This design comes from an exercise in tuning for small area on the open sky130 flow, not from production work. In this exercise RTL edits were held to simulation tests only and were not proved equivalent to the original. Power and IR drop assume default switching activity.

==> flow/design.v (excerpt) <==
module tennis(
 input wire glb_clk,
 input wire pixtick,  
 input wire reset,
 input wire lbat_human,
 input wire [8:0] lbat_move,  
 input wire rbat_human,
 input wire [8:0] rbat_move,  
 input wire tv_mode,
 input wire scanlines,        
 input wire pause,            
 output wire hsync,           
 output wire vsync,          
 output wire csync,           
 output wire ball,            
 output wire left_bat,        
 output wire right_bat,      
 output wire field_and_score,
 output wire sound           
);
Size in the first run: about 34 I/O pins, ~4600 sq um of cells after synthesis.
Settings: LEC_CHECK=0, CAP_MARGIN=20, CORE_MARGIN=2, CORE_UTILIZATION=40, SLEW_MARGIN=20; clock period 10.0 ns.
standard.sh (not shown) runs the stock make flow with config.mk's settings and CLKGATE_MAP_FILE= SYNTH_SCRIPT=/design/flow/synth_recipe.tcl, a recipe that flattens the netlist after the stock synthesis.
==> flow/flow/run.sh <==
#!/bin/bash
# Own layout flow: the standard synthesis, then its combinational logic re-mapped
# for area with ABC (flip-flops untouched: same instances, names and cells), keeping
# the smallest of several ABC seeds, then the standard ORFS flow from floorplan on,
# with buf_1 port buffers and a clkbuf_8 clock tree.
set -euo pipefail
W=$(pwd)
R=$W/orfs/results/${FLOW_PLATFORM}/tennis/base
LIB=$FLOW_HOME/platforms/${FLOW_PLATFORM}/lib/sky130_fd_sc_hd__tt_025C_1v80.lib
YOSYS=$FLOW_HOME/../tools/install/yosys/bin/yosys
[ -x "$YOSYS" ] || YOSYS=yosys
DU="-dont_use *probe* -dont_use *lpflow* -dont_use *clkbuf* -dont_use *clkinv* -dont_use *dly* -dont_use *conb* -dont_use *bleeder* -dont_use *tap* -dont_use *fill* -dont_use *decap* -dont_use *diode*"

bash standard.sh synth > $W/log_1_standard_synth.txt 2>&1
cp $R/1_2_yosys.v $W/std_netlist.v

resyn() {
  local seed=$1
  sed -e "s|@SEED@|$seed|g" $W/flow/area.abc > $W/area_$seed.abc
  sed -e "s|@LIB@|$LIB|g" -e "s|@NET@|$W/std_netlist.v|g" -e "s|@OUT@|$W/resyn_$seed.v|g" \
      -e "s|@SCRIPT@|$W/area_$seed.abc|g" -e "s|@DU@|$DU|g" $W/flow/resyn.ys > $W/resyn_$seed.ys
  "$YOSYS" -l $W/log_2_resyn_$seed.txt -s $W/resyn_$seed.ys > /dev/null 2>&1 || true
}
for group in "0 1 2 3" "4 5 6 7"; do
  for s in $group; do resyn $s & done
  wait
done
best=""; best_area=""
for s in 0 1 2 3 4 5 6 7; do
  [ -f $W/resyn_$s.v.stat ] && [ -s $W/resyn_$s.v ] || continue
  a=$(grep "Chip area for top module" $W/resyn_$s.v.stat | awk '{print $NF}')
  echo "seed $s area $a" >> $W/log_2_resyn_summary.txt
  if [ -z "$best" ] || awk -v a=$a -v b=$best_area 'BEGIN{exit !(a<b)}'; then best=$s; best_area=$a; fi
done
echo "best seed $best area $best_area" >> $W/log_2_resyn_summary.txt

if [ -n "$best" ]; then cp $W/resyn_$best.v $R/1_2_yosys.v; fi
rm -f $R/1_synth.odb $R/1_synth.sdc
bash standard.sh finish "BUFFER_PORTS_ARGS=-buffer_cell sky130_fd_sc_hd__buf_1" "CTS_ARGS=-sink_clustering_enable -repair_clock_nets -dont_use_dummy_load -sink_clustering_size 28 -sink_clustering_max_diameter 250 -buf_list sky130_fd_sc_hd__clkbuf_8" > $W/log_3_standard_finish.txt 2>&1
==> flow/flow/area.abc <==
strash
&get -n
&deepsyn -T 20 -S @SEED@
&put
dch -f
amap
topo
mfs3 -ae
strash
dch -f
amap
topo
mfs3 -ae
Other scripts of this flow, unchanged in this note and not shown: flow/flow/resyn.ys
The starting point completed with no timing, DRC or antenna violations.
Change:
--- a/flow/flow/run.sh
+++ b/flow/flow/run.sh
@@ -29,3 +29,3 @@
 for s in 0 1 2 3 4 5 6 7; do
-  [ -f $W/resyn_$s.v.stat ] && [ -s $W/resyn_$s.v ] || continue
+  [ -f $W/resyn_$s.v.stat ] || continue
   a=$(grep "Chip area for top module" $W/resyn_$s.v.stat | awk '{print $NF}')
@@ -36,3 +36,3 @@
 
-if [ -n "$best" ]; then cp $W/resyn_$best.v $R/1_2_yosys.v; fi
+cp $W/resyn_$best.v $R/1_2_yosys.v
 rm -f $R/1_synth.odb $R/1_synth.sdc
==> flow/flow/area.abc (replaced) <==
strash
&get -n
&deepsyn -T 20 -S @SEED@
&put
dch -f
amap
After rerunning: Utilization grows by 0.17 points; sequential power grows by 10%; setup slack stays flat; global-route usage hardly moves; count of clock-buffer cells in the layout does not change; power grows by 35%; clock power stays flat; sequential share of layout area shrinks by 0.11 points; wire length shrinks by 1.5%; design area grows by 0.37%; via count grows by 1.4%.
Change:
--- a/flow/flow/run.sh
+++ b/flow/flow/run.sh
@@ -29,3 +29,3 @@
 for s in 0 1 2 3 4 5 6 7; do
-  [ -f $W/resyn_$s.v.stat ] || continue
+  [ -f $W/resyn_$s.v.stat ] && [ -s $W/resyn_$s.v ] || continue
   a=$(grep "Chip area for top module" $W/resyn_$s.v.stat | awk '{print $NF}')
@@ -36,4 +36,4 @@
 
-cp $W/resyn_$best.v $R/1_2_yosys.v
+if [ -n "$best" ]; then cp $W/resyn_$best.v $R/1_2_yosys.v; fi
 rm -f $R/1_synth.odb $R/1_synth.sdc
-bash standard.sh finish "BUFFER_PORTS_ARGS=-buffer_cell sky130_fd_sc_hd__buf_1" "CTS_ARGS=-sink_clustering_enable -repair_clock_nets -dont_use_dummy_load -sink_clustering_size 28 -sink_clustering_max_diameter 250 -buf_list sky130_fd_sc_hd__clkbuf_8" > $W/log_3_standard_finish.txt 2>&1
+bash standard.sh finish "BUFFER_PORTS_ARGS=-buffer_cell sky130_fd_sc_hd__buf_1" "CTS_ARGS=-sink_clustering_enable -repair_clock_nets -dont_use_dummy_load -buf_list sky130_fd_sc_hd__clkbuf_4 sky130_fd_sc_hd__clkbuf_8" > $W/log_3_standard_finish.txt 2>&1
==> flow/flow/area.abc (replaced) <==
strash
&get -n
&deepsyn -T 20 -S @SEED@
&put
dch -f
amap
topo
mfs3 -ae
strash
dch -f
amap
topo
mfs3 -ae
Outcome: With this change the flow stopped in 4_1_cts with STA-0564; synthesized area decreases by 0.44%; synthesized cell count decreases by 2.6%.

[re-timing with driven ports]
Ports are ideal in the flow. The routed layouts listed here were re-timed in OpenROAD.
Step 1 (the two cells are an assumption about what drives the block):
set clk [get_ports {glb_clk}]
set_driving_cell -lib_cell sky130_fd_sc_hd__clkbuf_16 $clk
set_driving_cell -lib_cell sky130_fd_sc_hd__buf_2 [delete_from_list [all_inputs] $clk]
Step 2 moves the port delays by t, midway between the first and last clock arrival at a register: inputs arrive t later, outputs are due t later. That takes back most of the time a late clock gives input paths.
Slacks: ideal / step 1 / step 2; pairs: ideal / step 1.
run	shift t [ns]	setup slack, ns	worst register clock-pin slew, ns
the first run	0.392	1.562 / 1.576 / 1.184	0.08 / 0.08
the second run	0.392	1.561 / 1.572 / 1.180	0.08 / 0.08
After both steps setup and hold are still met in every run listed. The setup slack of the second run, which loses most, moves by +0.011 ns with the drivers and by -0.381 ns with both steps.
